Context: an optimization exercise on an open-source flow, tuned for small area. The choices shown serve that exercise and are no tape-out recipe.
At most, simulation tests tie the RTL to the original design; equivalence was not proved.

==> 05-01 <==
// CORDIC_COS_SIN
module CORDIC_COS_SIN #(
    parameter DATA_WIDTH = 16,
    parameter PHASE_WIDTH = 32,
    parameter STAGE = 16
) (
    input clk,
    input rst,
    input en,
    input mode,
    input signed [DATA_WIDTH-1:0] x0,
    input signed [DATA_WIDTH-1:0] y0,
    input signed [PHASE_WIDTH-1:0] phase,
    output valid,
    output [DATA_WIDTH:0] cos,
    output [DATA_WIDTH:0] sin
);
reg [7:0] vld;
always @(posedge clk or posedge rst)
    if (rst) vld <= 0;
    else vld <= {vld[6:0], en};
assign valid = vld[7];
wire [1:0] q = phase[31:30];
wire signed [24:0] zq = {phase[31], phase[29:6]};
wire [17:0] z0 = (zq > 25'sd102273) ? 18'sd102273 : (zq < -25'sd102274) ? -18'sd102274 : zq[17:0];
wire [16:0] px = {1'b0, x0}, py = {1'b0, y0};
wire [16:0] nx = -px, ny = -py;
wire [16:0] fxa = (q==2'd1 || q==2'd2) ? nx : px;
wire [16:0] fxb = (q[1]==1'b0) ? ny : py;
wire [16:0] fya = q[1] ? nx : px;
wire [16:0] fyb = (q==2'd1 || q==2'd2) ? ny : py;
wire [16:0] x1f = fxa + fxb;
wire [16:0] y1f = fya + fyb;
wire s0_n2 = z0[17];
wire signed [18:0] z1_n1_f = {{1{z0[17]}}, z0} + (s0_n2 ? 19'sd46080 : -19'sd46080);
wire [16:0] z1_n1 = z1_n1_f[16:0];
wire s1_n4 = z1_n1[16];
wire signed [17:0] z2_n3_f = {{1{z1_n1[16]}}, z1_n1} + (s1_n4 ? 18'sd27203 : -18'sd27203);
wire [15:0] z2_n3 = z2_n3_f[15:0];
wire s2_n6 = z2_n3[15];
  ...
==> flow/config.mk <==
export PLATFORM = sky130hd
export DESIGN_NAME = CORDIC_COS_SIN
export DESIGN_NICKNAME = CORDIC_COS_SIN
export VERILOG_FILES = /design/flow/design.v
export SDC_FILE = /design/flow/constraint.sdc
export NUM_CORES = 4
export LEC_CHECK = 0
export CAP_MARGIN = 20
export CORE_MARGIN = 2
export CORE_UTILIZATION = 40
export SLEW_MARGIN = 20
==> flow/constraint.sdc <==
create_clock -name core_clock -period 5.0 [get_ports {clk}]
set_input_delay 1.0000 -clock core_clock [delete_from_list [all_inputs] [get_ports {clk}]]
set_output_delay 1.0000 -clock core_clock [all_outputs]
set_load 0.01 [all_outputs]
run.sh (not shown) runs the stock make flow with config.mk's settings and CLKGATE_MAP_FILE= SYNTH_SCRIPT=/design/flow/synth_recipe.tcl, a recipe that flattens the netlist after the stock synthesis.
==> 11-17 (differences from 05-01) <==
- ABC_AREA: default -> 1
==> qor.csv <==
stage,metric,value,unit
outcome,status,finished with violations,
outcome,Violated Checks,negative setup slack,
timing,# setup viols final,100,
worst_setup_path,CP Capture Point,yr8[16]$_DFF_P_,
timing,final setup margin,-1749,ps
# the run above: 05-01

==> qor.csv <==
stage,metric,value,unit
outcome,status,finished with violations,
outcome,Violated Checks,negative setup slack,
timing,final setup margin,-642.7,ps
timing,# setup viols final,49,
# the run above: 11-17

No run of this note included a check of the RTL's function; only the layout flow was run.

* * *

==> run a: inputs <==
CORDIC_COS_SIN, a different RTL version from the one above (not shown whole).
make LEC_CHECK=0 ABC_AREA=1 CAP_MARGIN=20 CORE_MARGIN=2 CORE_UTILIZATION=40 SLEW_MARGIN=20 finish   # period 5.0 ns
==> run b (differences from run a) <==
--- a/flow/config.mk
+++ b/flow/config.mk
@@ -7,3 +7,2 @@
 export LEC_CHECK = 0
-export ABC_AREA = 1
 export CAP_MARGIN = 20
==> comparison table <==
Outcome: run a failed layout checks; run b failed layout checks
Violated checks: run a setup timing; run b setup timing
Met2 routing resource usage after global routing: run a 31.9%; run b 35.3%
Largest stage delay on the critical path: run a 0.32 ns; run b 0.56 ns
Vertical extent of the die: run a 297 um; run b 297 um
Total track usage: run a 17.4%; run b 18.9%
Cell Area, Synth: run a 0.0344 mm2; run b 0.0344 mm2
Worst slew margin relative to its limit: run a 55.7%; run b 44.9%
Drt total wl: run a 80700 um; run b 86300 um
Sequential cell area: run a 0.00713 mm2; run b 0.00714 mm2
Worst min-delay path startpoint: run a zr1[0]$_DFF_P_; run b vld[5]$_DFF_PP0_
Clock buffers: run a 61; run b 55
Number of global-route vias before repair: run a 28812; run b 31103
Highest clock frequency the design can meet: run a 188 MHz; run b 150 MHz
Wire length of the first global-routing pass: run a 131000 um; run b 142000 um
Post-layout worst setup margin: run a -0.326 ns; run b -1.66 ns
Share of the cycle needed by the critical path after routing: run a 107%; run b 133%
Post-Synthesis Net Count: run a 5120; run b 4710
Area of combinational cells with multiple inputs: run a 0.0266 mm2; run b 0.0288 mm2
Final net count: run a 5893; run b 5966
Post-CTS setup-driven buffer insertion count: run a 80; run b 245
Minimum clock period: run a 5.33 ns; run b 6.66 ns
Worst Path Required: run a 5.53 ns; run b 5.46 ns
Share of Yosys cell area claimed by the top area cell type: run a 20.1%; run b 20.1%
Routed wl met3: run a 1870 um; run b 2080 um
No functional check of the RTL was part of any run of this note.

* * *

==> v28 <==
CORDIC_COS_SIN, a different RTL version from the one above (not shown whole).
Design CORDIC_COS_SIN, start of the top module:
module CORDIC_COS_SIN #(
    parameter DATA_WIDTH = 16,
    parameter PHASE_WIDTH = 32,
    parameter STAGE = 16
) (
    input clk,
    input rst,
    input en,
    input mode,
    input signed [DATA_WIDTH-1:0] x0,
    input signed [DATA_WIDTH-1:0] y0,
    input signed [PHASE_WIDTH-1:0] phase,
    output valid,
    output [DATA_WIDTH:0] cos,
    output [DATA_WIDTH:0] sin
);
clock: 5.0 ns
lec_check: 0
abc_area: 1
cap_margin: 20
core_margin: 2
core_utilization: 55
cts_buf_list: sky130_fd_sc_hd__clkbuf_4 sky130_fd_sc_hd__clkbuf_8
cts_cluster_diameter: 60
cts_cluster_size: 30
gpl_timing_driven: 0
setup_slack_margin: -0.1
slew_margin: 20
==> v37 (differences from v28) <==
--- a/flow/design.v
+++ b/flow/design.v
@@ -593,44 +593,33 @@
 assign xa7_c[8] = xa7_G6 | (xa7_P6 & xa7_c[6]);
 assign xa7_c[9] = xa7_g[8] | (xa7_p[8] & xa7_c[8]);
 wire xa7_G8 = (xa7_g[9] | (xa7_p[9] & xa7_g[8]));
 wire xa7_P8 = xa7_p[9] & xa7_p[8];
 assign xa7_c[10] = xa7_G8 | (xa7_P8 & xa7_c[8]);
 wire xa7_sg = y6[16];
-wire xa7_or0_1 = x6[11] | x6[10];
-wire xa7_or0_3 = x6[13] | x6[12];
-wire xa7_or0_5 = x6[15] | x6[14];
-wire xa7_or1_2 = x6[12] | xa7_or0_1;
-wire xa7_or1_3 = xa7_or0_3 | xa7_or0_1;
-wire xa7_or2_4 = x6[14] | xa7_or1_3;
-wire xa7_or2_5 = xa7_or0_5 | xa7_or1_3;
-wire xa7_OR11 = x6[10];
-wire xa7_OR12 = xa7_or0_1;
-wire xa7_OR13 = xa7_or1_2;
-wire xa7_OR14 = xa7_or1_3;
-wire xa7_OR15 = xa7_or2_4;
-wire xa7_OR16 = xa7_or2_5;
-wire xa7_and0_1 = x6[11] & x6[10];
-wire xa7_and0_3 = x6[13] & x6[12];
-wire xa7_and0_5 = x6[15] & x6[14];
-wire xa7_and1_2 = x6[12] & xa7_and0_1;
-wire xa7_and1_3 = xa7_and0_3 & xa7_and0_1;
-wire xa7_and2_4 = x6[14] & xa7_and1_3;
-wire xa7_and2_5 = xa7_and0_5 & xa7_and1_3;
-wire xa7_AND11 = x6[10];
-wire xa7_AND12 = xa7_and0_1;
-wire xa7_AND13 = xa7_and1_2;
-wire xa7_AND14 = xa7_and1_3;
-wire xa7_AND15 = xa7_and2_4;
-wire xa7_AND16 = xa7_and2_5;
-assign xa7_c[11] = xa7_sg ? (xa7_c[10] | xa7_OR11) : (xa7_c[10] & xa7_AND11);
-assign xa7_c[12] = xa7_sg ? (xa7_c[10] | xa7_OR12) : (xa7_c[10] & xa7_AND12);
-assign xa7_c[13] = xa7_sg ? (xa7_c[10] | xa7_OR13) : (xa7_c[10] & xa7_AND13);
-assign xa7_c[14] = xa7_sg ? (xa7_c[10] | xa7_OR14) : (xa7_c[10] & xa7_AND14);
-assign xa7_c[15] = xa7_sg ? (xa7_c[10] | xa7_OR15) : (xa7_c[10] & xa7_AND15);
-assign xa7_c[16] = xa7_sg ? (xa7_c[10] | xa7_OR16) : (xa7_c[10] & xa7_AND16);
+wire [16:10] xa7_or, xa7_and;
+assign xa7_or[10] = xa7_c[10];
+assign xa7_and[10] = xa7_c[10];
+assign xa7_or[11] = xa7_or[10] | x6[10];
+assign xa7_and[11] = xa7_and[10] & x6[10];
+assign xa7_c[11] = xa7_sg ? xa7_or[11] : xa7_and[11];
+assign xa7_or[12] = xa7_or[11] | x6[11];
+assign xa7_and[12] = xa7_and[11] & x6[11];
+assign xa7_c[12] = xa7_sg ? xa7_or[12] : xa7_and[12];
+assign xa7_or[13] = xa7_or[12] | x6[12];
+assign xa7_and[13] = xa7_and[12] & x6[12];
+assign xa7_c[13] = xa7_sg ? xa7_or[13] : xa7_and[13];
+assign xa7_or[14] = xa7_or[13] | x6[13];
+assign xa7_and[14] = xa7_and[13] & x6[13];
+assign xa7_c[14] = xa7_sg ? xa7_or[14] : xa7_and[14];
+assign xa7_or[15] = xa7_or[14] | x6[14];
+assign xa7_and[15] = xa7_and[14] & x6[14];
+assign xa7_c[15] = xa7_sg ? xa7_or[15] : xa7_and[15];
+assign xa7_or[16] = xa7_or[15] | x6[15];
+assign xa7_and[16] = xa7_and[15] & x6[15];
+assign xa7_c[16] = xa7_sg ? xa7_or[16] : xa7_and[16];
 wire [16:0] xa7 = xa7_p[16:0] ^ xa7_c[16:0];
 wire [16:0] y7_b = {~x6[16], ~x6[16], ~x6[16], ~x6[16], ~x6[16], ~x6[16], ~x6[16], ~x6[15], ~x6[14], ~x6[13], ~x6[12], ~x6[11], ~x6[10], ~x6[9], ~x6[8], ~x6[7], ~x6[6]};
 wire [16:0] y7_p = y6 ^ y7_b, y7_g = y6 & y7_b;
 wire [17:0] y7_c;
 assign y7_c[0] = z6[11];
 assign y7_c[1] = y7_g[0] | (y7_p[0] & y7_c[0]);
@@ -651,44 +640,33 @@
 assign y7_c[8] = y7_G6 | (y7_P6 & y7_c[6]);
 assign y7_c[9] = y7_g[8] | (y7_p[8] & y7_c[8]);
 wire y7_G8 = (y7_g[9] | (y7_p[9] & y7_g[8]));
 wire y7_P8 = y7_p[9] & y7_p[8];
 assign y7_c[10] = y7_G8 | (y7_P8 & y7_c[8]);
 wire y7_sg = ~x6[16];
-wire y7_or0_1 = y6[11] | y6[10];
-wire y7_or0_3 = y6[13] | y6[12];
-wire y7_or0_5 = y6[15] | y6[14];
-wire y7_or1_2 = y6[12] | y7_or0_1;
-wire y7_or1_3 = y7_or0_3 | y7_or0_1;
-wire y7_or2_4 = y6[14] | y7_or1_3;
-wire y7_or2_5 = y7_or0_5 | y7_or1_3;
-wire y7_OR11 = y6[10];
-wire y7_OR12 = y7_or0_1;
-wire y7_OR13 = y7_or1_2;
-wire y7_OR14 = y7_or1_3;
-wire y7_OR15 = y7_or2_4;
-wire y7_OR16 = y7_or2_5;
-wire y7_and0_1 = y6[11] & y6[10];
-wire y7_and0_3 = y6[13] & y6[12];
-wire y7_and0_5 = y6[15] & y6[14];
-wire y7_and1_2 = y6[12] & y7_and0_1;
-wire y7_and1_3 = y7_and0_3 & y7_and0_1;
-wire y7_and2_4 = y6[14] & y7_and1_3;
-wire y7_and2_5 = y7_and0_5 & y7_and1_3;
-wire y7_AND11 = y6[10];
-wire y7_AND12 = y7_and0_1;
-wire y7_AND13 = y7_and1_2;
-wire y7_AND14 = y7_and1_3;
-wire y7_AND15 = y7_and2_4;
-wire y7_AND16 = y7_and2_5;
-assign y7_c[11] = y7_sg ? (y7_c[10] | y7_OR11) : (y7_c[10] & y7_AND11);
-assign y7_c[12] = y7_sg ? (y7_c[10] | y7_OR12) : (y7_c[10] & y7_AND12);
-assign y7_c[13] = y7_sg ? (y7_c[10] | y7_OR13) : (y7_c[10] & y7_AND13);
-assign y7_c[14] = y7_sg ? (y7_c[10] | y7_OR14) : (y7_c[10] & y7_AND14);
-assign y7_c[15] = y7_sg ? (y7_c[10] | y7_OR15) : (y7_c[10] & y7_AND15);
-assign y7_c[16] = y7_sg ? (y7_c[10] | y7_OR16) : (y7_c[10] & y7_AND16);
+wire [16:10] y7_or, y7_and;
+assign y7_or[10] = y7_c[10];
+assign y7_and[10] = y7_c[10];
+assign y7_or[11] = y7_or[10] | y6[10];
+assign y7_and[11] = y7_and[10] & y6[10];
+assign y7_c[11] = y7_sg ? y7_or[11] : y7_and[11];
+assign y7_or[12] = y7_or[11] | y6[11];
+assign y7_and[12] = y7_and[11] & y6[11];
+assign y7_c[12] = y7_sg ? y7_or[12] : y7_and[12];
+assign y7_or[13] = y7_or[12] | y6[12];
+assign y7_and[13] = y7_and[12] & y6[12];
+assign y7_c[13] = y7_sg ? y7_or[13] : y7_and[13];
+assign y7_or[14] = y7_or[13] | y6[13];
+assign y7_and[14] = y7_and[13] & y6[13];
+assign y7_c[14] = y7_sg ? y7_or[14] : y7_and[14];
+assign y7_or[15] = y7_or[14] | y6[14];
+assign y7_and[15] = y7_and[14] & y6[14];
+assign y7_c[15] = y7_sg ? y7_or[15] : y7_and[15];
+assign y7_or[16] = y7_or[15] | y6[15];
+assign y7_and[16] = y7_and[15] & y6[15];
+assign y7_c[16] = y7_sg ? y7_or[16] : y7_and[16];
 wire [16:0] y7 = y7_p[16:0] ^ y7_c[16:0];
 wire [12:0] z7_f = {{1{z6[11]}}, z6} + (z6[11] ? 13'd917 : -13'd917);
 wire [10:0] z7 = z7_f[10:0];
 wire [16:0] x7 = xa7 ^ {17{z6[11] ^ z7[10]}};
 reg [16:0] xr4, yr4;
 reg [10:0] zr4;
==> flow/flow/run.sh (new file) <==
#!/bin/bash
set -euo pipefail
bash standard.sh BUFFER_PORTS_ARGS="-buffer_cell sky130_fd_sc_hd__buf_2" finish > standard_flow.log 2>&1
==> flow/standard.sh (new file) <==
#!/bin/bash
# synth_recipe.tcl (not shown) runs the flow's synth.tcl, then flattens the netlist and writes it again
# the make line also repeats each setting of config.mk as NAME=value (left out here)
make -C /OpenROAD-flow-scripts/flow DESIGN_CONFIG=/design/flow/config.mk WORK_HOME=/design/flow/orfs CLKGATE_MAP_FILE= SYNTH_SCRIPT=/design/flow/synth_recipe.tcl "${@:-finish}"
removed: flow/run.sh
==> results.txt <==
metric                                                                             v28                      v37
Status                                                         complete, no violations  complete, no violations
Total area of multi-input combinational cells                                23800 um2                23500 um2
Placed Instance Area                                                         34300 um2                34100 um2
Maximum clock rate                                                             205 MHz                  209 MHz
Final setup margin                                                              125 ps                   213 ps
Aggregate global-route resource usage                                            0.231                    0.225
Critical path endpoint                                                 xr3[16]$_DFF_P_          xr5[15]$_DFF_P_
Post-CTS setup repair buffer count                                                  35                        7
Actual slew at the worst max-slew pin                                           885 ps                  1030 ps
Post-route non-filler standard cell count                                         5264                     5255
Reg2Reg Depth                                                                       31                       27
NonClk Buf Share                                                                0.0584                   0.0323
Number of global-route vias before repair                                        25000                    24800
Die area                                                                     60900 um2                61400 um2
Post-layout net count                                                             5018                     5016
DRT met1 WL                                                                   31000 um                 30800 um
Share of synthesized cell area in and, or, nand and nor gates                    0.178                    0.186
Multi-input gate share of total cell area                                        0.628                    0.643
Function not checked in v28: the RTL went through the layout flow alone.

* * *

==> inputs of trial 83 <==
Another version of the RTL of CORDIC_COS_SIN (not shown whole).
export LEC_CHECK = 0
export ABC_AREA = 1
export CAP_MARGIN = 20
export CORE_MARGIN = 2
export CORE_UTILIZATION = 40
export GPL_TIMING_DRIVEN = 0
export SLEW_MARGIN = 20
create_clock -name core_clock -period 5.0 [get_ports {clk}]
Stock flow here: none of the scripts above is used.
==> trial 27: changes against trial 83 <==
Settings changed: CTS_BUF_LIST from default to sky130_fd_sc_hd__clkbuf_4, GPL_TIMING_DRIVEN 0 to default.
==> trial 2: changes against trial 83 <==
Settings changed: CORE_UTILIZATION 40 to 55, CTS_BUF_LIST from default to sky130_fd_sc_hd__clkbuf_4 sky130_fd_sc_hd__clkbuf_8, CTS_CLUSTER_DIAMETER from default to 60, CTS_CLUSTER_SIZE from default to 30, GPL_TIMING_DRIVEN 0 to default.
==> results.txt <==
quantity                                                             trial 83     trial 2    trial 27
Filler-free cell count of the finished design                           5,704       5,373       5,795
Number of nets in the final layout                                      5,277       5,257       5,335
Crit path DAT                                                         3.74 ns     3.72 ns     3.71 ns
Worst slack after detailed placement                                 -1.03 ns   0.0581 ns    0.130 ns
Number of antenna violations at the first check in global routing           0           1           2
Via count of the first global-routing pass                             26,200      26,000      26,800
Max transition margin                                                   45.6%       44.3%       48.0%
Outcome                                              timing/DRC/antenna clean  timing/DRC/antenna clean  timing/DRC/antenna clean
Placed cells                                                            5,570       5,295       5,610
F_max                                                                 211 MHz     212 MHz     212 MHz
CTS buffer count                                                           44          39          99
Final WL                                                            68,900 um   68,700 um   67,900 um
1st-pass router iterations                                                  5           5           4
Final weighted congestion in routability-driven placement               0.861       0.826       0.839
Overall die area                                                   89,800 um2  65,600 um2  89,800 um2
Clock latency reported for the late side of the worst-skew pair       0.58 ns     0.66 ns     0.90 ns
Depth of the most critical reg-to-reg path                                 30          25          28

-- static timing again, ports no longer ideal --
Ports are ideal in the flow. The routed layouts listed here were re-timed in OpenROAD.
Step 1: set_driving_cell puts a clkbuf_16 on clk and a buf_2 on each other input, an assumption about the parent block.
Step 2 moves the port delays by t, midway between the first and last clock arrival at a register: inputs arrive t later, outputs are due t later. That takes back most of the time a late clock gives input paths.
Slacks: ideal / step 1 / step 2; pairs: ideal / step 1.
run | t (ns) | setup slack, ns | worst setup path at the end | clock arrival spread, ns
05-01 | 0.643 | -1.749 / -1.749 / -1.749 | register to register | 0.039 / 0.039
11-17 | 0.635 | -0.643 / -0.643 / -0.643 | register to register | 0.035 / 0.035
run a | 0.655 | -0.326 / -0.326 / -0.326 | register to register | 0.031 / 0.031
run b | 0.648 | -1.657 / -1.651 / -2.299 | input to register | 0.036 / 0.036
v28 | 0.680 | 0.125 / 0.092 / -0.405 | input to register | 0.059 / 0.059
v37 | 0.674 | 0.213 / 0.213 / -0.285 | input to register | 0.051 / 0.051
trial 83 | 0.629 | 0.257 / 0.193 / -0.191 | input to register | 0.028 / 0.029
trial 27 | 0.920 | 0.290 / 0.232 / 0.201 | input to register | 0.083 / 0.084
trial 2 | 0.686 | 0.279 / 0.216 / 0.134 | input to register | 0.065 / 0.065
With both steps, setup timing fails in v28, v37 and trial 83, where it was met with ideal ports. The setup slack of run b, which loses most, moves by +0.006 ns with the drivers and by -0.642 ns with both steps.
